Context: an optimization exercise on an open-source flow, tuned for small area and a short achievable clock period. The choices shown serve that exercise and are no tape-out recipe.
At most, simulation tests tie the RTL to the original design; equivalence was not proved.
Power is estimated from default activity; no workload was simulated.

==> flow/design.v (excerpt) <==
module alu_stage(clk, a, b, imm, alu_src, alu_ctl, result, zero);
	input clk;
	input [31:0] a, b;
	input [9:0] imm;
	input alu_src;
	input [2:0] alu_ctl;
	output reg [31:0] result;
	output zero;
	wire [31:0] imm_ext;
	wire [15:0] one, two, inv;
	wire k0;
	wire [31:0] cr;
	wire [31:0] alu_result;
	reg [31:0] a_q, cr_q;
	reg [15:0] one_q, two_q, inv_q;
	reg k0_q;
	SignExtender se(imm, imm_ext);
	ALUEncode enc(a, b, imm_ext, alu_src, alu_ctl, one, two, inv, k0, cr);
	always@(posedge clk) begin
		a_q <= a;
		cr_q <= cr;
		one_q <= one;
		two_q <= two;
		inv_q <= inv;
		k0_q <= k0;
		result <= alu_result;
	end
	assign zero = (result == 32'b0);
	ALU alu(a_q, one_q, two_q, inv_q, k0_q, cr_q, alu_result);
endmodule
Size: ~2300 cells after synthesis, ~150 flip-flops, ~110 I/O pins, about 19000 um2 of cells after synthesis.
==> flow/config.mk <==
export PLATFORM = sky130hd
export DESIGN_NAME = alu_stage
export DESIGN_NICKNAME = alu_stage
export VERILOG_FILES = /design/flow/design.v
export SDC_FILE = /design/flow/constraint.sdc
export NUM_CORES = 4
export LEC_CHECK = 0
export ABC_AREA = 1
export CAP_MARGIN = 20
export CORE_MARGIN = 2
export CORE_UTILIZATION = 40
export SLEW_MARGIN = 70
==> flow/constraint.sdc <==
create_clock -name core_clock -period 15.0 [get_ports {clk}]
set_input_delay 3.0000 -clock core_clock [delete_from_list [all_inputs] [get_ports {clk}]]
set_output_delay 3.0000 -clock core_clock [all_outputs]
set_load 0.01 [all_outputs]
run.sh (not shown) runs the stock make flow with config.mk's settings and CLKGATE_MAP_FILE= SYNTH_SCRIPT=/design/flow/synth_recipe.tcl, a recipe that flattens the netlist after the stock synthesis.
Change:
Settings changed: SLEW_MARGIN 70 to 20.
=> The new run finished with timing, DRC and antenna clean. Fmax fell by 9.1%. Register-to-register slack got worse by 0.58 ns. Design area fell by about 0.5%. Setup slack got worse by 0.58 ns. Clock skew rose by 0.0052 ns. Sequential cell count stays the same. Global-route usage hardly moves.
No functional check of the RTL was part of any run of this note.

* * *

== job 9155 ==
alu_stage, a different RTL version from the one above (not shown whole).
Size in the first run: roughly 2000 cells after synthesis, ~160 flip-flops, ~17000 um2 of cells after synthesis.
## alu_stage
module alu_stage(clk, a, b, imm, alu_src, alu_ctl, result, zero);
export LEC_CHECK = 0
export ABC_AREA = 1
export CAP_MARGIN = 20
export CORE_MARGIN = 2
export CORE_UTILIZATION = 40
export SLEW_MARGIN = 70
export SYNTH_HIERARCHICAL = 1
export SYNTH_MINIMUM_KEEP_SIZE = 0
create_clock -name core_clock -period 15.0 [get_ports {clk}]
standard.sh (not shown) runs the stock make flow with config.mk's settings and CLKGATE_MAP_FILE= SYNTH_SCRIPT=/design/flow/synth_recipe.tcl, a recipe that flattens the netlist after the stock synthesis.
==> flow/flow/run.sh <==
#!/bin/bash
# The standard layout, with faster port buffers than the default choice.
set -euo pipefail
bash standard.sh BUFFER_PORTS_ARGS="-buffer_cell sky130_fd_sc_hd__buf_4" finish > standard.log 2>&1
Here is what was changed in the inputs of job 4810 compared with job 9155.
==> flow/run.sh (new file) <==
#!/bin/bash
# synth_recipe.tcl (not shown) runs the flow's synth.tcl, then flattens the netlist and writes it again
# the make line also repeats each setting of config.mk as NAME=value (left out here)
make -C /OpenROAD-flow-scripts/flow DESIGN_CONFIG=/design/flow/config.mk WORK_HOME=/design/flow/orfs CLKGATE_MAP_FILE= SYNTH_SCRIPT=/design/flow/synth_recipe.tcl finish
removed: flow/flow/run.sh
removed: flow/standard.sh
==> notes.md <==
Diff job 9155 and job 4810: transition time at the pin with the least slew margin lower in job 4810
Job 4810 vs. job 9155: non-clock buffer count increased by 1.4% relative to the old numbers, length of routed wiring on met1 flat, total power of the final layout +0.059 mW.
Edits applied to the flow inputs when going from job 4810 to job 653:
==> flow/flow/run.sh (new file) <==
#!/bin/bash
# The standard layout with faster port buffers and gain-based buffering of
# high-fanout nets before the placement repair.
set -euo pipefail
bash standard.sh BUFFER_PORTS_ARGS="-buffer_cell sky130_fd_sc_hd__buf_4" PRE_RESIZE_TCL="$PWD/flow/pre_resize.tcl" finish > standard.log 2>&1
==> flow/flow/pre_resize.tcl (new file) <==
# Gain-based buffering of high-fanout nets.
repair_design -buffer_gain 4.0 -verbose
==> flow/standard.sh (new file) <==
#!/bin/bash
# synth_recipe.tcl (not shown) runs the flow's synth.tcl, then flattens the netlist and writes it again
# the make line also repeats each setting of config.mk as NAME=value (left out here)
make -C /OpenROAD-flow-scripts/flow DESIGN_CONFIG=/design/flow/config.mk WORK_HOME=/design/flow/orfs CLKGATE_MAP_FILE= SYNTH_SCRIPT=/design/flow/synth_recipe.tcl "${@:-finish}"
removed: flow/run.sh
## What came out
Fraction of layout cells with a size suffix above 1 (lower): job 4810
Job 653 vs. job 4810: switching part of the total grew by 1.6 points; detailed placer's ending HPWL grew by 2900 um; count of final hold-check violations held steady; sequential share of cell area shrank by 0.73 points; least setup slack across all paths after layout grew by 340 ps.
Job 653: flow completed, timing, DRC and antenna clean
Per the comparison of job 653 with job 4810, clock share of power saw a decrease; post-route cell area +4.4%; number of standard cells in the final layout excluding fillers went up 84; proportion of power drawn by combinational gates saw an increase.
[inputs] job 8314 vs job 653
==> flow/flow/run.sh <==
#!/bin/bash
# The standard layout with faster port buffers and early gate sizing by load.
set -euo pipefail
bash standard.sh BUFFER_PORTS_ARGS="-buffer_cell sky130_fd_sc_hd__buf_4" EARLY_SIZING_CAP_RATIO=4 finish > standard.log 2>&1
removed: flow/flow/pre_resize.tcl
==> comparison <==
Going from job 653 to job 8314, share of the core filled with cells saw a decrease; maximum fanout count along the critical path saw a decrease.
Summary: power, job 8314 better than job 653
For combinational cell power, job 653 and job 8314 come out practically identical.

* * *

run A:
alu_stage, a different RTL version from the one above (not shown whole).
Size: roughly 1800 cells after synthesis, roughly 160 flip-flops.
clock: 15.0 ns
lec_check: 0
abc_area: 1
cap_margin: 20
core_margin: 2
core_utilization: 40
slew_margin: 70
synth_hierarchical: 1
synth_minimum_keep_size: 0
==> flow/flow/run.sh <==
#!/bin/bash
# Layout flow: the standard flow (the standard.sh), except that
#  - the arithmetic primitive modules (full/half adders, Booth selectors) are
#    synthesized as the library cells given in flow/cells.v (the rest of the
#    design goes through the standard synthesis unchanged), each module kept
#    whole until the final flatten;
#  - ports are buffered with buf_4 cells.
set -euo pipefail
python3 flow/map.py design.v flow/cells.v design_mapped.v > map.log 2>&1
bash standard.sh VERILOG_FILES="$PWD/design_mapped.v" \
  BUFFER_PORTS_ARGS="-buffer_cell sky130_fd_sc_hd__buf_4" finish > standard.log 2>&1
==> flow/flow/cells.v <==
// Cell-level bodies for the design's arithmetic primitive modules. map.py puts
// these in place of the RTL bodies of the modules of the same names.
module fullAdder(cin, x, y, cout, s);
	input cin, x, y;
	output cout, s;
	sky130_fd_sc_hd__fa_1 c(.A(x), .B(y), .CIN(cin), .COUT(cout), .SUM(s));
endmodule
module halfAdder(x, y, cout, s);
	input x, y;
	output cout, s;
	sky130_fd_sc_hd__ha_1 c(.A(x), .B(y), .COUT(cout), .SUM(s));
endmodule
module boothSel(onen, twon, inv, an1, an0, pp);
	input onen, twon, inv, an1, an0;
	output pp;
	wire n;
	sky130_fd_sc_hd__o22ai_1 c0(.A1(onen), .A2(an1), .B1(twon), .B2(an0), .Y(n));
	sky130_fd_sc_hd__xor2_1 c1(.A(n), .B(inv), .X(pp));
endmodule
module boothSel0(onen, inv, an1, pp);
	input onen, inv, an1;
	output pp;
	wire n;
	sky130_fd_sc_hd__nor2_1 c0(.A(onen), .B(an1), .Y(n));
	sky130_fd_sc_hd__xor2_1 c1(.A(n), .B(inv), .X(pp));
endmodule
==> flow/flow/map.py <==
#!/usr/bin/env python3
"""map.py DESIGN CELLS OUT: copy DESIGN to OUT with the body of every module
that CELLS also defines replaced by CELLS's cell-level body."""
import re, sys
design, cells, out = sys.argv[1:4]
mod = re.compile(r'^\s*module\s+(\w+).*?^\s*endmodule\b', re.S | re.M)
repl = {m.group(1): m.group(0) for m in mod.finditer(open(cells).read())}
done = set()
def sub(m):
    name = m.group(1)
    if name in repl:
        done.add(name)
        return repl[name]
    return m.group(0)
text = mod.sub(sub, open(design).read())
missing = set(repl) - done
if missing:
    sys.exit(f"map.py: modules not found in {design}: {sorted(missing)}")
open(out, 'w').write(text)
For run B, these inputs were changed with respect to run A:
--- a/flow/flow/run.sh
+++ b/flow/flow/run.sh
@@ -5,7 +5,9 @@
 #    design goes through the standard synthesis unchanged), each module kept
 #    whole until the final flatten;
-#  - ports are buffered with buf_4 cells.
+#  - ports are buffered with buf_4 cells;
+#  - flip-flops driving many pins are upsized before the placement repair.
 set -euo pipefail
 python3 flow/map.py design.v flow/cells.v design_mapped.v > map.log 2>&1
 bash standard.sh VERILOG_FILES="$PWD/design_mapped.v" \
-  BUFFER_PORTS_ARGS="-buffer_cell sky130_fd_sc_hd__buf_4" finish > standard.log 2>&1
+  BUFFER_PORTS_ARGS="-buffer_cell sky130_fd_sc_hd__buf_4" \
+  PRE_RESIZE_TCL="$PWD/flow/pre_resize.tcl" finish > standard.log 2>&1
==> flow/flow/pre_resize.tcl (new file) <==
# Before the placement repair: flip-flops whose output drives many pins get
# the library's strongest version of their own cell type.
set n 0
foreach inst [get_cells *] {
  set ref [get_property $inst ref_name]
  if {$ref ne "sky130_fd_sc_hd__dfxtp_1"} { continue }
  set q [get_pins -of_objects $inst -filter "direction == output"]
  set net [get_nets -of_objects $q]
  set fo [llength [get_pins -of_objects $net -filter "direction == input"]]
  if {$fo >= 8} {
    replace_cell $inst sky130_fd_sc_hd__dfxtp_4
    incr n
  }
}
puts "pre_resize: $n flip-flops upsized"
==> comparison <==
| slack of the critical path | run B vs run A | 0.088 ns higher |. Run A and run B ended up with nearly the same leakage dissipation. On highest achievable clock rate, the lower figure sits with run A, not run B. On portion of the layout cell area used by clock cells, run A and run B are neck and neck. Going from run A to run B, utilization closely matched the old numbers, fraction of power consumed by combinational cells moved up, worst hold slack went down. Going from run A to run B, area added between synthesis and finish grows by 0.17 points. The power consumed by sequential cells of run A and that of run B are within noise of each other. The higher first-pass GRT wire length of run A and run B is in run B. Comparing via count for run A and run B, the smaller number came from run B.
No functional check of the RTL was part of any run of this note.

==> separate check: timing with driven ports <==
The flow's constraints put no driver on any port. The routed layouts listed below were extracted and timed again, unchanged, in two steps.
Step 1, drivers: a clkbuf_16 drives clk and a buf_2 each remaining input, both assumed.
Step 2 times the ports against the registers' clock, not the clock port: input delays grow and output delays shrink by t, the midpoint of the rising clock arrivals with the driver on.
Slacks: ideal ports / drivers / drivers and shift; pairs: ideal ports / drivers.
run | t (ns) | setup slack, ns | worst setup path after step 2 | latest minus earliest clock arrival (ns) | cell pins on the clock port's net
the first run of note 1 | 0.510 | 9.284 / 9.284 / 9.284 | register to register | 0.012 / 0.013 | 1
the second run of note 1 | 0.511 | 8.709 / 8.709 / 8.709 | register to register | 0.019 / 0.018 | 1
job 9155 | 0.501 | 9.670 / 9.621 / 9.905 | register to register | 0.018 / 0.018 | 1
job 4810 | 0.506 | 9.238 / 9.187 / 9.693 | register to output | 0.016 / 0.016 | 1
job 653 | 0.508 | 9.577 / 9.526 / 9.829 | register to register | 0.023 / 0.024 | 1
job 8314 | 0.501 | 9.670 / 9.621 / 9.905 | register to register | 0.018 / 0.018 | 1
run A | 0.504 | 9.622 / 9.570 / 10.074 | register to output | 0.017 / 0.018 | 1
run B | 0.491 | 9.710 / 9.659 / 10.150 | register to output | 0.017 / 0.016 | 1
After both steps every run listed still meets setup and hold.
